This is an optimization exercise on Yosys and OpenROAD, whose aim is small area, not a production implementation. At most, simulation tests tie the RTL to the original design; equivalence was not proved. The flow treats the clock pin as an ideal source, which a real chip does not have.

==> module ts_speed, before the edit <==
module ts_speed(
    clk,
    rst,
    ts_din,
    ts_din_en,
    rate_dout,
    rate_dout_en,
    rate_con_start,
    rate_con_end
);
    input         clk;
    input         rst;
    input  [31:0] ts_din;
    input         ts_din_en;
    input         rate_con_start;
    input         rate_con_end;
    output [7:0]  rate_dout;
    output        rate_dout_en;
    localparam IDLE = 2'd0, RATE_START = 2'd1, RATE_REC = 2'd2, RATE_SEND = 2'd3;
    localparam [10:0] CNT_START = {9'd200, 2'd1};    
    localparam [10:0] REC_END   = {9'd29,  2'd2};    
    localparam [10:0] SEND_END  = {9'd47,  2'd1};    
    reg  [1:0]  st;
    reg         en_r;
    reg  [10:0] cnt;
    reg         oen;         
    reg  [6:0]  lo [1:15];
    reg  [3:0]  slot0, slot1, slot2, slot3;
    wire in_start = (st == RATE_START);
    wire in_rec   = (st == RATE_REC);
    wire clr      = rst | in_start;
    always @(posedge clk) begin
        en_r <= ts_din_en;
        if (rst)
            st <= IDLE;
        else case (st)
            IDLE:       st <= rate_con_start ? RATE_START : IDLE;
            RATE_START: st <= rate_con_end ? IDLE : RATE_REC;
            RATE_REC:   st <= rate_con_end ? IDLE : (cnt == REC_END) ? RATE_SEND : RATE_REC;
            default:    st <= rate_con_end ? IDLE : (cnt == SEND_END) ? RATE_START : RATE_SEND;
        endcase
        oen <= ~rst & (st == RATE_SEND);
        if (in_start)
            cnt <= CNT_START;
        else begin
            cnt[1:0]  <= cnt[1] ? 2'd0 : cnt[1:0] + 2'd1;
            cnt[10:2] <= cnt[10:2] + cnt[1];
        end
    end
    wire [3:0] sel = in_rec ? ts_din[3:0] : cnt[5:2];
    reg  [6:0] rd;
    integer i;
    always @(*) begin
        rd = 7'd0;
        for (i = 1; i < 16; i = i + 1)
            if (sel == i) rd = lo[i];
    end
    wire hit  = in_rec & ts_din_en & ~en_r & (ts_din[31:4] == 28'd0);
    wire wrap = hit & (&rd);
    wire [6:0] wbus = clr ? 7'd0 : rd + 7'd1;
    genvar k;
    generate
        for (k = 1; k < 16; k = k + 1) begin : g_lo
            always @(posedge clk)
                if (clr | (hit & (sel == k)))
                    lo[k] <= wbus;
        end
    endgenerate
    always @(posedge clk) begin
        if (clr | wrap) begin
            slot0 <= clr ? 4'd0 : ts_din[3:0];
            slot1 <= clr ? 4'd0 : slot0;
            slot2 <= clr ? 4'd0 : slot1;
            slot3 <= clr ? 4'd0 : slot2;
        end
    end
    wire [3:0] ch = cnt[5:2];    
    wire [2:0] p = (slot0 == ch) + (slot1 == ch) + (slot2 == ch) + (slot3 == ch);
    wire [9:0] cval = {p, rd};
    wire [5:0] up = cnt[7:2];
    wire [1:0] ph = cnt[1:0];
    reg  [7:0] byte_n;
    always @(*) begin
        if (up[5] & (up[3:0] != 4'd0))
            case (ph)
                2'd1:    byte_n = {6'd0, cval[9:8]};
                2'd2:    byte_n = cval[7:0];
                default: byte_n = 8'h00;
            endcase
        else if (~up[5] & ~up[0])                
            byte_n = {5'd0, 1'b1, 1'b0, ph[1]};
        else if (~up[5])                         
            byte_n = {7'd0, ph == 2'd1};
        else                                     
            byte_n = {7'd0, ph != 2'd1};
    end
    assign rate_dout    = oen ? byte_n : 8'h00;
    assign rate_dout_en = oen;
endmodule
export LEC_CHECK = 0
export ABC_AREA = 1
export CAP_MARGIN = 20
export CORE_MARGIN = 2
export CORE_UTILIZATION = 60
export CTS_BUF_LIST = sky130_fd_sc_hd__clkbuf_8
export CTS_CLUSTER_DIAMETER = 100
export CTS_CLUSTER_SIZE = 50
export GPL_TIMING_DRIVEN = 0
export SLEW_MARGIN = 20
create_clock -name core_clock -period 5.0 [get_ports {clk}]
standard.sh (not shown) runs the stock make flow with config.mk's settings and CLKGATE_MAP_FILE= SYNTH_SCRIPT=/design/flow/synth_recipe.tcl, a recipe that flattens the netlist after the stock synthesis.
==> flow/flow/run.sh <==
#!/bin/bash
# Layout flow: the standard ORFS flow (standard.sh with synth_recipe.tcl)
# with these changes to how the layout is built:
#  - synthesis maps the logic with an area-oriented ABC script
#    (flow/abc_area.script, used through ABC_AREA=1 from a copy of ORFS's
#    scripts folder that differs only in that file); flip-flop mapping,
#    flattening and naming are the standard synthesis's;
#  - port buffers use sky130_fd_sc_hd__buf_1;
#  - clock tree synthesis inserts no dummy loads, and afterwards each leaf
#    clock buffer is shrunk to the smallest size that keeps every flip-flop clock
#    pin's slew under 95 ps (flow/post_cts.tcl).
# The make output goes to standard.log; each ORFS step keeps its own log
# under orfs/logs/.
set -euo pipefail
rm -rf myscripts
cp -r "$FLOW_HOME/scripts" myscripts
chmod -R u+w myscripts
cp -f flow/abc_area.script myscripts/abc_area.script
bash standard.sh \
  "SCRIPTS_DIR=$PWD/myscripts" \
  "POST_CTS_TCL=$PWD/flow/post_cts.tcl" \
  "BUFFER_PORTS_ARGS=-buffer_cell sky130_fd_sc_hd__buf_1" \
  "CTS_ARGS=-sink_clustering_enable -repair_clock_nets -sink_clustering_size 50 -sink_clustering_max_diameter 100 -buf_list sky130_fd_sc_hd__clkbuf_8 -dont_use_dummy_load" \
  finish > standard.log 2>&1
Other scripts of this flow, unchanged in this note and not shown: flow/flow/abc_area.script, flow/flow/post_cts.tcl
Edit:
--- a/flow/design.v
+++ b/flow/design.v
@@ -48,5 +48,5 @@
         end
     end
-    wire [3:0] sel = in_rec ? ts_din[3:0] : cnt[5:2];
+    wire [3:0] sel = oen ? cnt[5:2] : ts_din[3:0];
     reg  [6:0] rd;
     integer i;
@@ -78,22 +78,17 @@
     wire [2:0] p = (slot0 == ch) + (slot1 == ch) + (slot2 == ch) + (slot3 == ch);
     wire [9:0] cval = {p, rd};
-    wire [5:0] up = cnt[7:2];
-    wire [1:0] ph = cnt[1:0];
-    reg  [7:0] byte_n;
-    always @(*) begin
-        if (up[5] & (up[3:0] != 4'd0))
-            case (ph)
-                2'd1:    byte_n = {6'd0, cval[9:8]};
-                2'd2:    byte_n = cval[7:0];
-                default: byte_n = 8'h00;
-            endcase
-        else if (~up[5] & ~up[0])                
-            byte_n = {5'd0, 1'b1, 1'b0, ph[1]};
-        else if (~up[5])                         
-            byte_n = {7'd0, ph == 2'd1};
-        else                                     
-            byte_n = {7'd0, ph != 2'd1};
-    end
-    assign rate_dout    = oen ? byte_n : 8'h00;
+    wire [5:0] up     = cnt[7:2];
+    wire [1:0] ph     = cnt[1:0];
+    wire       is_cnt = up[5] & (up[3:0] != 4'd0);
+    wire       lo_b   = oen & is_cnt & ph[1];       
+    wire       mid_b  = oen & is_cnt & ph[0];       
+    wire       h30    = oen & ~up[5] & ~up[0];      
+    wire       h31    = oen & ~up[5] &  up[0];      
+    wire       h32    = oen &  up[5] & (up[3:0] == 4'd0);   
+    assign rate_dout[7:3] = {5{lo_b}} & cval[7:3];
+    assign rate_dout[2]   = (lo_b & cval[2]) | h30;
+    assign rate_dout[1]   = (lo_b & cval[1]) | (mid_b & cval[9]);
+    assign rate_dout[0]   = (lo_b & cval[0]) | (mid_b & cval[8]) | (h30 & ph[1]) |
+                            (h31 & ph[0]) | (h32 & ~ph[0]);
     assign rate_dout_en = oen;
 endmodule
=>
- The changed run finished with timing, DRC and antenna clean
- design area decreases by 1.8%
- global-route usage decreases by 1.2 points
- fmax goes up by 3.4%
- register-to-register slack degrades by 0.05 ns
- final cell count drops by 1.6%

---

ts_speed, a different RTL version from the one above (not shown whole).
For scale: roughly 440 cells after synthesis, roughly 5600 µm² of cells after synthesis.
==> module ts_speed, before the edit <==
module ts_speed(
    clk,
    rst,
    ts_din,
    ts_din_en,
    rate_dout,
    rate_dout_en,
    rate_con_start,
    rate_con_end
);
    input         clk;
    input         rst;
    input  [31:0] ts_din;
    input         ts_din_en;
    input         rate_con_start;
    input         rate_con_end;
    output [7:0]  rate_dout;
    output        rate_dout_en;
    localparam IDLE = 2'd0, RATE_START = 2'd1, RATE_REC = 2'd2, RATE_SEND = 2'd3;
    localparam [10:0] CNT_START = {9'd200, 2'd1};    
    wire rec_end  = ~cnt[10] & ~cnt[9] & cnt[6] & cnt[5] & cnt[4] & cnt[2] & cnt[1];
    wire send_end = cnt[7] & cnt[5] & cnt[4] & cnt[3] & cnt[2] & cnt[0];
    reg  [1:0]  st;
    reg         en_r;
    reg  [10:0] cnt;
    reg         oen;         
    reg  [6:0]  lo [1:15];
    reg  [3:0]  slot0, slot1, slot2, slot3;
    wire in_start = (st == RATE_START);
    wire in_rec   = (st == RATE_REC);
    wire clr      = rst | in_start;
    always @(posedge clk) begin
        en_r <= ts_din_en;
        if (rst)
            st <= IDLE;
        else case (st)
            IDLE:       st <= rate_con_start ? RATE_START : IDLE;
            RATE_START: st <= rate_con_end ? IDLE : RATE_REC;
            RATE_REC:   st <= rate_con_end ? IDLE : rec_end ? RATE_SEND : RATE_REC;
            default:    st <= rate_con_end ? IDLE : send_end ? RATE_START : RATE_SEND;
        endcase
        oen <= ~rst & (st == RATE_SEND);
        if (in_start)
            cnt <= CNT_START;
        else begin
            cnt[1:0]  <= cnt[1] ? 2'd0 : cnt[1:0] + 2'd1;
            cnt[10:2] <= cnt[10:2] + cnt[1];
        end
    end
    wire [3:0] sel = oen ? cnt[5:2] : ts_din[3:0];
    reg  [6:0] rd;
    integer i;
    always @(*) begin
        rd = 7'd0;
        for (i = 1; i < 16; i = i + 1)
            if (sel == i) rd = lo[i];
    end
    wire hit  = in_rec & ts_din_en & ~en_r & (ts_din[31:4] == 28'd0);
    wire wrap = hit & (&rd);
    wire [6:0] wbus = clr ? 7'd0 : rd + 7'd1;
    genvar k;
    generate
        for (k = 1; k < 16; k = k + 1) begin : g_lo
            always @(posedge clk)
                if (clr | (hit & (sel == k)))
                    lo[k] <= wbus;
        end
    endgenerate
    always @(posedge clk) begin
        if (clr | wrap) begin
            slot0 <= clr ? 4'd0 : ts_din[3:0];
            slot1 <= clr ? 4'd0 : slot0;
            slot2 <= clr ? 4'd0 : slot1;
            slot3 <= clr ? 4'd0 : slot2;
        end
    end
    wire [3:0] ch = cnt[5:2];    
    wire [2:0] p = (slot0 == ch) + (slot1 == ch) + (slot2 == ch) + (slot3 == ch);
    wire [9:0] cval = {p, rd};
    wire [5:0] up     = cnt[7:2];
    wire [1:0] ph     = cnt[1:0];
    wire       is_cnt = up[5] & (up[3:0] != 4'd0);
    wire       lo_b   = oen & is_cnt & ph[1];       
    wire       mid_b  = oen & is_cnt & ph[0];       
    wire       h30    = oen & ~up[5] & ~up[0];      
    wire       h31    = oen & ~up[5] &  up[0];      
    wire       h32    = oen &  up[5] & (up[3:0] == 4'd0);   
    assign rate_dout[7:3] = {5{lo_b}} & cval[7:3];
    assign rate_dout[2]   = (lo_b & cval[2]) | h30;
    assign rate_dout[1]   = (lo_b & cval[1]) | (mid_b & cval[9]);
    assign rate_dout[0]   = (lo_b & cval[0]) | (mid_b & cval[8]) | (h30 & ph[1]) |
                            (h31 & ph[0]) | (h32 & ~ph[0]);
    assign rate_dout_en = oen;
endmodule
==> flow/config.mk <==
export PLATFORM = sky130hd
export DESIGN_NAME = ts_speed
export DESIGN_NICKNAME = ts_speed
export VERILOG_FILES = /design/flow/design.v
export SDC_FILE = /design/flow/constraint.sdc
export NUM_CORES = 4
export LEC_CHECK = 0
export ABC_AREA = 1
export CAP_MARGIN = 20
export CORE_MARGIN = 2
export CORE_UTILIZATION = 60
export CTS_BUF_LIST = sky130_fd_sc_hd__clkbuf_8
export CTS_CLUSTER_DIAMETER = 100
export CTS_CLUSTER_SIZE = 50
export GPL_TIMING_DRIVEN = 0
export SLEW_MARGIN = 20
==> flow/constraint.sdc <==
create_clock -name core_clock -period 5.0 [get_ports {clk}]
set_input_delay 1.0000 -clock core_clock [delete_from_list [all_inputs] [get_ports {clk}]]
set_output_delay 1.0000 -clock core_clock [all_outputs]
set_load 0.01 [all_outputs]
==> flow/flow/abc_area.script <==
strash
dch -f
amap
strash
dch -f
amap
strash
dch -f
amap
topo
==> flow/flow/post_cts.tcl <==
set clk_slew_target 0.095
if { [info exists ::env(CLK_SLEW_TARGET)] } { set clk_slew_target $::env(CLK_SLEW_TARGET) }
set clkbuf_sizes {sky130_fd_sc_hd__clkbuf_2 sky130_fd_sc_hd__clkbuf_4 sky130_fd_sc_hd__clkbuf_8 sky130_fd_sc_hd__clkbuf_16}

proc worst_clock_pin_slew {} {
  set worst 0.0
  foreach pin [get_pins -hierarchical */CLK] {
    foreach prop {slew_max_rise slew_max_fall} {
      set s [get_property $pin $prop]
      if { $s > $worst } { set worst $s }
    }
  }
  return $worst
}

estimate_parasitics -placement
puts "clock buffer resize: worst flip-flop clock slew before [worst_clock_pin_slew]"
set bufs {}
foreach inst [get_cells clkbuf_*] {
  # The root buffer (clkbuf_0_*) keeps its size, so the clock's insertion
  # delay stays as CTS made it.
  if { [string match clkbuf_0_* [get_full_name $inst]] } { continue }
  lappend bufs [get_full_name $inst]
}
set bufs [lsort -decreasing -dictionary $bufs]
foreach name $bufs {
  set inst [get_cells $name]
  set orig [get_property [get_lib_cells -of_objects $inst] name]
  set kept $orig
  foreach size $clkbuf_sizes {
    if { $size eq $orig } { break }
    replace_cell $inst $size
    if { [worst_clock_pin_slew] <= $clk_slew_target } {
      set kept $size
      break
    }
  }
  if { $kept ne [get_property [get_lib_cells -of_objects $inst] name] } {
    replace_cell $inst $kept
  }
  puts "clock buffer resize: $name $orig -> $kept"
}
puts "clock buffer resize: worst flip-flop clock slew after [worst_clock_pin_slew]"
detailed_placement
check_placement -verbose
Scripts as last shown in full above: flow/flow/run.sh
==> next run, changes <==
==> flow/design.v (replaced) <==
module ts_speed(
    clk,
    rst,
    ts_din,
    ts_din_en,
    rate_dout,
    rate_dout_en,
    rate_con_start,
    rate_con_end
);
    input         clk;
    input         rst;
    input  [31:0] ts_din;
    input         ts_din_en;
    input         rate_con_start;
    input         rate_con_end;
    output [7:0]  rate_dout;
    output        rate_dout_en;
    localparam IDLE = 2'd0, RATE_START = 2'd1, RATE_REC = 2'd2, RATE_SEND = 2'd3;
    localparam [10:0] CNT_START = {9'd200, 2'd1};    
    localparam [10:0] REC_END   = {9'd29,  2'd2};    
    localparam [10:0] SEND_END  = {9'd47,  2'd1};    
    reg  [1:0]  st;
    reg         en_r;
    reg  [10:0] cnt;
    reg         oen;         
    reg  [6:0]  lo [1:15];
    reg  [3:0]  slot0, slot1, slot2, slot3;
    wire in_start = (st == RATE_START);
    wire in_rec   = (st == RATE_REC);
    wire clr      = rst | in_start;
    always @(posedge clk) begin
        en_r <= ts_din_en;
        if (rst)
            st <= IDLE;
        else case (st)
            IDLE:       st <= rate_con_start ? RATE_START : IDLE;
            RATE_START: st <= rate_con_end ? IDLE : RATE_REC;
            RATE_REC:   st <= rate_con_end ? IDLE : (cnt == REC_END) ? RATE_SEND : RATE_REC;
            default:    st <= rate_con_end ? IDLE : (cnt == SEND_END) ? RATE_START : RATE_SEND;
        endcase
        oen <= ~rst & (st == RATE_SEND);
        if (in_start)
            cnt <= CNT_START;
        else begin
            cnt[1:0]  <= cnt[1] ? 2'd0 : cnt[1:0] + 2'd1;
            cnt[10:2] <= cnt[10:2] + cnt[1];
        end
    end
    reg        hit_r;
    reg  [3:0] idx_r;
    always @(posedge clk) begin
        hit_r <= in_rec & ts_din_en & ~en_r & (ts_din[31:4] == 28'd0);
        idx_r <= ts_din[3:0];
    end
    wire [3:0] sel = hit_r ? idx_r : cnt[5:2];
    reg  [6:0] rd;
    integer i;
    always @(*) begin
        rd = 7'd0;
        for (i = 1; i < 16; i = i + 1)
            if (sel == i) rd = lo[i];
    end
    wire hit  = hit_r;
    wire wrap = hit & (&rd);
    wire [6:0] wbus = clr ? 7'd0 : rd + 7'd1;
    genvar k;
    generate
        for (k = 1; k < 16; k = k + 1) begin : g_lo
            always @(posedge clk)
                if (clr | (hit & (sel == k)))
                    lo[k] <= wbus;
        end
    endgenerate
    always @(posedge clk) begin
        if (clr | wrap) begin
            slot0 <= clr ? 4'd0 : idx_r;
            slot1 <= clr ? 4'd0 : slot0;
            slot2 <= clr ? 4'd0 : slot1;
            slot3 <= clr ? 4'd0 : slot2;
        end
    end
    wire [3:0] ch = cnt[5:2];    
    wire [2:0] p = (slot0 == ch) + (slot1 == ch) + (slot2 == ch) + (slot3 == ch);
    wire [9:0] cval = {p, rd};
    wire [5:0] up = cnt[7:2];
    wire [1:0] ph = cnt[1:0];
    reg  [7:0] byte_n;
    always @(*) begin
        if (up[5] & (up[3:0] != 4'd0))
            case (ph)
                2'd1:    byte_n = {6'd0, cval[9:8]};
                2'd2:    byte_n = cval[7:0];
                default: byte_n = 8'h00;
            endcase
        else if (~up[5] & ~up[0])                
            byte_n = {5'd0, 1'b1, 1'b0, ph[1]};
        else if (~up[5])                         
            byte_n = {7'd0, ph == 2'd1};
        else                                     
            byte_n = {7'd0, ph != 2'd1};
    end
    assign rate_dout    = oen ? byte_n : 8'h00;
    assign rate_dout_en = oen;
endmodule
Effect: The changed run went through all stages and came out clean; cell area rises by about 6%; core utilization came out higher by 3.3 points; hold slack got worse by 0.019 ns; clock-buffer cell count stays the same; die area came out higher by about 2.2%; critical path depth falls by 1; global-route usage increases by 0.80 points; worst setup slack improves by 0.015 ns; final cell count grows by 3.2%; non-clock buffer count rose by 6.
Function was not checked in any run of this note: the RTL went through the layout flow alone.

[separate check: timing with driven ports]
No port has a modelled driver above. Below, the same layouts with a new extraction and two added sets of constraints. Step 1 (the two cells are an assumption about what drives the block):
set clk [get_ports {clk}]
set_driving_cell -lib_cell sky130_fd_sc_hd__clkbuf_16 $clk
set_driving_cell -lib_cell sky130_fd_sc_hd__buf_2 [delete_from_list [all_inputs] $clk]
Step 2 times the ports against the registers' clock, not the clock port: input delays grow and output delays shrink by t, the midpoint of the rising clock arrivals with the driver on. Slacks: no drivers / after step 1 / after step 2; pairs: no drivers / after step 1.
run | shift t [ns] | slack for setup (ns) | hold slack, ns | latest minus earliest clock arrival (ns) | slew at the worst register clock pin (ns)
the first run of note 1 | 0.446 | 0.185 / 0.147 / 0.245 | 0.535 / 0.535 / 0.535 | 0.033 / 0.033 | 0.10 / 0.10
the second run of note 1 | 0.432 | 0.343 / 0.307 / 0.136 | 0.481 / 0.481 / 0.481 | 0.036 / 0.036 | 0.09 / 0.09
the first run of note 2 | 0.435 | 0.219 / 0.196 / 0.058 | 0.489 / 0.489 / 0.489 | 0.025 / 0.024 | 0.08 / 0.08
the second run of note 2 | 0.433 | 0.234 / 0.200 / 0.290 | 0.470 / 0.470 / 0.470 | 0.030 / 0.030 | 0.09 / 0.09
After both steps setup and hold are still met in every run listed. The setup slack of the second run of note 1, which loses most, moves by -0.036 ns with the drivers and by -0.207 ns with both steps.
